From an optimization exercise on the open Yosys and OpenROAD flow, aimed at small area and a short achievable clock period; shortcuts taken in it are not production practice. In this exercise RTL edits were held to simulation tests only and were not proved equivalent to the original.

Setup of try-indigo:
Design DCT_one_dimensional, start of the top module:
module DCT_one_dimensional
(
    input   wire                    sys_clk         ,
    input   wire                    sys_rst_n       ,
    input   wire                    start           ,
    input   wire            [95:0]  DCT_data_in     ,
    output  wire    signed  [11:0]  DCT_data_o_z0   ,
    output  wire    signed  [11:0]  DCT_data_o_z1   ,
    output  wire    signed  [11:0]  DCT_data_o_z2   ,
    output  wire    signed  [11:0]  DCT_data_o_z3   ,
    output  wire    signed  [11:0]  DCT_data_o_z4   ,
    output  wire    signed  [11:0]  DCT_data_o_z5   ,
    output  wire    signed  [11:0]  DCT_data_o_z6   ,
    output  wire    signed  [11:0]  DCT_data_o_z7   ,
    output  wire                    data_en
);
For scale: about 3,200 cells after synthesis, roughly 200 I/O pins, ~0.023 mm^2 of cells after synthesis.
==> flow/config.mk <==
export PLATFORM = sky130hd
export DESIGN_NAME = DCT_one_dimensional
export DESIGN_NICKNAME = DCT_one_dimensional
export VERILOG_FILES = /design/flow/design.v
export SDC_FILE = /design/flow/constraint.sdc
export NUM_CORES = 4
export LEC_CHECK = 0
export ABC_AREA = 1
export CAP_MARGIN = 20
export CORE_MARGIN = 2
export CORE_UTILIZATION = 40
export SETUP_SLACK_MARGIN = 2.6
export SLEW_MARGIN = 20
==> flow/constraint.sdc <==
create_clock -name core_clock -period 5.0 [get_ports {sys_clk}]
set_input_delay 1.0000 -clock core_clock [delete_from_list [all_inputs] [get_ports {sys_clk}]]
set_output_delay 1.0000 -clock core_clock [all_outputs]
set_load 0.01 [all_outputs]
standard.sh (not shown) runs the stock make flow with config.mk's settings and CLKGATE_MAP_FILE= SYNTH_SCRIPT=/design/flow/synth_recipe.tcl, a recipe that flattens the netlist after the stock synthesis.
==> flow/flow/run.sh <==
#!/bin/bash
# The standard layout, with the I/O port buffers made from plain buffers
# (sky130_fd_sc_hd__buf_2) instead of the delay-cell buffers buffer_ports
# picks by default. Every port still gets its buffer.
set -euo pipefail
export BUFFER_PORTS_ARGS="-buffer_cell sky130_fd_sc_hd__buf_2"
bash standard.sh > standard.log 2>&1
diff inputs: try-indigo => try-juniper
Settings: setting CTS_CLUSTER_SIZE to 30 for the first time; setting CTS_CLUSTER_DIAMETER to 80 for the first time; setting CTS_BUF_LIST to sky130_fd_sc_hd__clkbuf_16 for the first time.
==> flow/flow/run.sh <==
#!/bin/bash
# The standard layout, with the I/O port buffers made from plain buffers
# (sky130_fd_sc_hd__buf_1) instead of the delay-cell buffers buffer_ports
# picks by default. Every port still gets its buffer.
set -euo pipefail
export BUFFER_PORTS_ARGS="-buffer_cell sky130_fd_sc_hd__buf_1"
bash standard.sh > standard.log 2>&1
### Flow results
First-pass detailed-route iteration total ends up higher on try-indigo. try-juniper — design area 4.1% lower, try-indigo as reference. try-juniper vs try-indigo — share of the final layout cell area in multi-input gates rose 1.3 points. Higher final wirelength among try-juniper and try-indigo: try-indigo. try-juniper vs try-indigo, capture point of the worst path: DA_z1_inst.v[12] vs DA_z7_inst.v[10]. Compared to try-indigo, try-juniper has synthesis-to-layout area growth 4.8 points lower. Compared with try-indigo, in try-juniper peak fanout along the critical path went up by 2, met1 wire length was more or less identical, global-route usage went down by 0.27 points. Looking at critical path launch point, the odl[10] result is from try-juniper; the odh_n[8] one comes from try-indigo.
Changes in try-delta relative to try-juniper:
Settings: changing CTS_CLUSTER_SIZE from 30 to 25; changing SETUP_SLACK_MARGIN from 2.6 to 2.75; changing CTS_CLUSTER_DIAMETER from 80 to 100; changing CTS_BUF_LIST from sky130_fd_sc_hd__clkbuf_16 to sky130_fd_sc_hd__clkbuf_8 sky130_fd_sc_hd__clkbuf_16.
==> comparison <==
Number of buffers created by CTS on try-delta is down relative to try-juniper. | relative area of non-clock buffer cells in the final design | higher: try-delta |. Post-detailed-routing wire length | try-delta above try-juniper.

========
DCT_one_dimensional, a different RTL version from the one above (not shown whole).
Size: about 3200 cells after synthesis, roughly 390 flip-flops, about 200 I/O pins, about 22000 um2 of cells after synthesis.
Design DCT_one_dimensional, start of the top module:
module DCT_one_dimensional
(
    input   wire                    sys_clk         ,
    input   wire                    sys_rst_n       ,
    input   wire                    start           ,
    input   wire            [95:0]  DCT_data_in     ,
    output  wire    signed  [11:0]  DCT_data_o_z0   ,
    output  wire    signed  [11:0]  DCT_data_o_z1   ,
    output  wire    signed  [11:0]  DCT_data_o_z2   ,
    output  wire    signed  [11:0]  DCT_data_o_z3   ,
    output  wire    signed  [11:0]  DCT_data_o_z4   ,
    output  wire    signed  [11:0]  DCT_data_o_z5   ,
    output  wire    signed  [11:0]  DCT_data_o_z6   ,
    output  wire    signed  [11:0]  DCT_data_o_z7   ,
    output  wire                    data_en
);
==> flow/config.mk <==
export PLATFORM = sky130hd
export DESIGN_NAME = DCT_one_dimensional
export DESIGN_NICKNAME = DCT_one_dimensional
export VERILOG_FILES = /design/flow/design.v
export SDC_FILE = /design/flow/constraint.sdc
export NUM_CORES = 4
export LEC_CHECK = 0
export ABC_AREA = 1
export CAP_MARGIN = 20
export CORE_MARGIN = 2
export CORE_UTILIZATION = 70
export CTS_BUF_LIST = sky130_fd_sc_hd__clkbuf_8 sky130_fd_sc_hd__clkbuf_16
export CTS_CLUSTER_DIAMETER = 100
export CTS_CLUSTER_SIZE = 25
export SETUP_SLACK_MARGIN = 2.6
export SLEW_MARGIN = 20
==> flow/constraint.sdc <==
create_clock -name core_clock -period 5.0 [get_ports {sys_clk}]
set_input_delay 1.0000 -clock core_clock [delete_from_list [all_inputs] [get_ports {sys_clk}]]
set_output_delay 1.0000 -clock core_clock [all_outputs]
set_load 0.01 [all_outputs]
==> flow/flow/run.sh <==
#!/bin/bash
# The standard layout, with the I/O port buffers made from plain buffers
# (sky130_fd_sc_hd__buf_1) instead of the delay-cell buffers buffer_ports
# picks by default. Every port still gets its buffer.
set -euo pipefail
export BUFFER_PORTS_ARGS="-buffer_cell sky130_fd_sc_hd__buf_1"
bash standard.sh > standard.log 2>&1
The starting point finished with timing, DRC and antenna clean.
==> next run, changes <==
Settings changed: CORE_UTILIZATION 70 to 60.
Outcome: Synthesized cell count does not change. Clock-buffer cell count stays the same. Routed wire length goes down by 5.6%. Design area goes up by 1.3%. Setup slack improved by 0.084 ns. Synthesized area stays the same.
==> next run, changes <==
Settings changed: CORE_UTILIZATION 60 to 50.
=>
- core utilization falls by 12 points
- maximum frequency rises by 1.0%
- via count falls by 2.4%
- synthesized cell count stays the same
- clock skew falls by 0.0041 ns
- hold slack barely changes
==> next run, changes <==
Settings changed: CORE_UTILIZATION 50 to 40.
Global-route usage goes down by 4.7 points.
Worst hold slack hardly moves.

========
RTL: one of the versions met above, not the one the previous note started from.
Size in the first run: ~400 flip-flops, ~200 I/O pins.
clock: 5.0 ns
lec_check: 0
abc_area: 1
cap_margin: 20
core_margin: 2
core_utilization: 40
cts_buf_list: sky130_fd_sc_hd__clkbuf_8 sky130_fd_sc_hd__clkbuf_16
cts_cluster_diameter: 100
cts_cluster_size: 25
setup_slack_margin: 2.45
slew_margin: 20
Scripts as last shown in full above: flow/flow/run.sh
The baseline went through all stages and came out clean.
Next try:
Settings changed: ABC_AREA 1 to default, CORE_UTILIZATION 40 to 55, CTS_BUF_LIST sky130_fd_sc_hd__clkbuf_8 sky130_fd_sc_hd__clkbuf_16 to default, CTS_CLUSTER_DIAMETER 100 to default, CTS_CLUSTER_SIZE 25 to default, SETUP_SLACK_MARGIN 2.45 to 2.6.
Result: The new run finished with timing, DRC and antenna clean; first-iteration DRC count decreases by 32%; clock-buffer cell count rises by 33; setup slack gets worse by 0.22 ns; clock skew goes up by 0.0048 ns; die area fell by 34%; sequential share of layout area barely changes; cell count shrinks by 30%; synthesized area decreases by 11%; register-to-register slack degrades by 0.22 ns.
Next try:
Settings changed: ABC_AREA from default to 1, CORE_UTILIZATION 55 to 40, CTS_BUF_LIST from default to sky130_fd_sc_hd__clkbuf_8 sky130_fd_sc_hd__clkbuf_16, CTS_CLUSTER_DIAMETER from default to 100, CTS_CLUSTER_SIZE from default to 25.
After rerunning:
- clock-buffer cell count drops by 33
- core utilization drops by 24 points
Next try:
Settings changed: CORE_UTILIZATION 40 to 55, CTS_BUF_LIST sky130_fd_sc_hd__clkbuf_8 sky130_fd_sc_hd__clkbuf_16 to default, CTS_CLUSTER_DIAMETER 100 to default, CTS_CLUSTER_SIZE 25 to default, SETUP_SLACK_MARGIN 2.6 to 2.7.
Effect: The new run went through all stages and came out clean. Routed wire length is higher by a few percent. Synthesized cell count stays the same. Clock skew rises by 0.013 ns. Final area grows by a few percent. Global-route usage rises by 8.7 points.

========
== run A ==
DCT_one_dimensional, a different RTL version from the one above (not shown whole).
For scale: roughly 3000 cells after synthesis, roughly 380 flip-flops, roughly 200 I/O pins, ~21000 sq um of cells after synthesis.
clock: 5.0 ns
lec_check: 0
abc_area: 1
cap_margin: 5
core_margin: 2
core_utilization: 40
cts_buf_list: sky130_fd_sc_hd__clkbuf_8 sky130_fd_sc_hd__clkbuf_16
cts_cluster_diameter: 100
cts_cluster_size: 25
setup_slack_margin: 2.6
slew_margin: 5
Scripts as last shown in full above: flow/flow/run.sh
[inputs] run B vs run A
Settings: SLEW_MARGIN now 20, was 5; CAP_MARGIN now 20, was 5; CORE_UTILIZATION now 50, was 40.
==> notes.md <==
- Cell area | run B vs run A | run B smaller
- Clock latency on the worst-skew pair across run A and run B: no real change.
- Slew of the pin with the lowest slew margin: run B vs run A down 200 ps
- [run B] met1 track utilization from global routing rose 7.2 points relative to run A
- Summary: clock period minus worst slack, run B worse than run A
- The run showing the smaller global-route wire length before repair is run A.
- From run A to run B the numbers moved as follows: worst slack on hold paths went up; clock tree cell share of total cell area went down.
[inputs] run C vs run B
Settings: CORE_UTILIZATION: 50 -> 45.
Notes after the runs:
Compared with run B, run C shows a lower met2 usage. ~same post-route worst hold slack in run B and run C. On run C: final critical-path required period is 34 ps lower than what run B gave. Status: final clock skew parity (run B, run C). Of the two values seen for worst setup path endpoint, DA_z3_inst.v[10] was produced by run C and DA_z7_inst.v[11] by run B. Between run B and run C, die area is higher for run C, run B comes in under that. Status: clock-pin transition on the worst setup and hold timing paths parity (run C, run B). From run B to run C the numbers moved as follows: utilization after layout -5.4 points, number of detailed-route iterations in the first pass -1. Per the comparison of run C with run B, count of clock-buffer cells in the layout saw a decrease, fmax saw an increase.

==> re-timing with driven ports <==
The flow's constraints put no driver on any port. The routed layouts listed below were extracted and timed again, unchanged, in two steps. Step 1 (the two cells are an assumption about what drives the block):
set clk [get_ports {sys_clk}]
set_driving_cell -lib_cell sky130_fd_sc_hd__clkbuf_16 $clk
set_driving_cell -lib_cell sky130_fd_sc_hd__buf_2 [delete_from_list [all_inputs] $clk]
Step 2 also shifts input and output timing later by t, the mid clock arrival at the registers, as if the neighbouring blocks saw the same clock. Slacks: no drivers / after step 1 / after step 2; pairs: no drivers / after step 1.
run | t, ns | setup WS [ns] | hold WS [ns] | worst register clock-pin slew, ns | worst data-port slew with drivers (ns)
try-indigo | 0.653 | 2.587 / 2.587 / 2.587 | 0.244 / 0.202 / 0.331 | 0.06 / 0.06 | 0.05
try-juniper | 0.655 | 2.589 / 2.589 / 2.589 | 0.342 / 0.311 / 0.342 | 0.11 / 0.11 | 0.05
try-delta | 0.627 | 2.718 / 2.718 / 2.718 | 0.354 / 0.333 / 0.354 | 0.11 / 0.11 | 0.06
the first run of note 2 | 0.594 | 2.551 / 2.551 / 2.551 | 0.356 / 0.356 / 0.356 | 0.10 / 0.10 | 0.05
the second run of note 2 | 0.600 | 2.635 / 2.635 / 2.635 | 0.357 / 0.357 / 0.357 | 0.10 / 0.10 | 0.04
the third run of note 2 | 0.603 | 2.659 / 2.659 / 2.659 | 0.354 / 0.354 / 0.354 | 0.10 / 0.10 | 0.05
the fourth run of note 2 | 0.613 | 2.642 / 2.642 / 2.642 | 0.352 / 0.352 / 0.352 | 0.10 / 0.10 | 0.05
the first run of note 3 | 0.623 | 2.501 / 2.501 / 2.501 | 0.351 / 0.337 / 0.351 | 0.10 / 0.10 | 0.05
the second run of note 3 | 0.615 | 2.278 / 2.278 / 2.278 | 0.352 / 0.352 / 0.352 | 0.06 / 0.06 | 0.05
the third run of note 3 | 0.625 | 2.651 / 2.651 / 2.651 | 0.351 / 0.336 / 0.351 | 0.10 / 0.10 | 0.05
the fourth run of note 3 | 0.632 | 2.635 / 2.635 / 2.635 | 0.345 / 0.345 / 0.345 | 0.07 / 0.07 | 0.05
run A | 0.613 | 2.677 / 2.677 / 2.677 | 0.353 / 0.353 / 0.353 | 0.10 / 0.10 | 0.05
run B | 0.609 | 2.567 / 2.567 / 2.567 | 0.356 / 0.356 / 0.356 | 0.10 / 0.10 | 0.05
run C | 0.613 | 2.601 / 2.601 / 2.601 | 0.357 / 0.357 / 0.357 | 0.11 / 0.11 | 0.05
After both steps setup and hold are still met in every run listed.
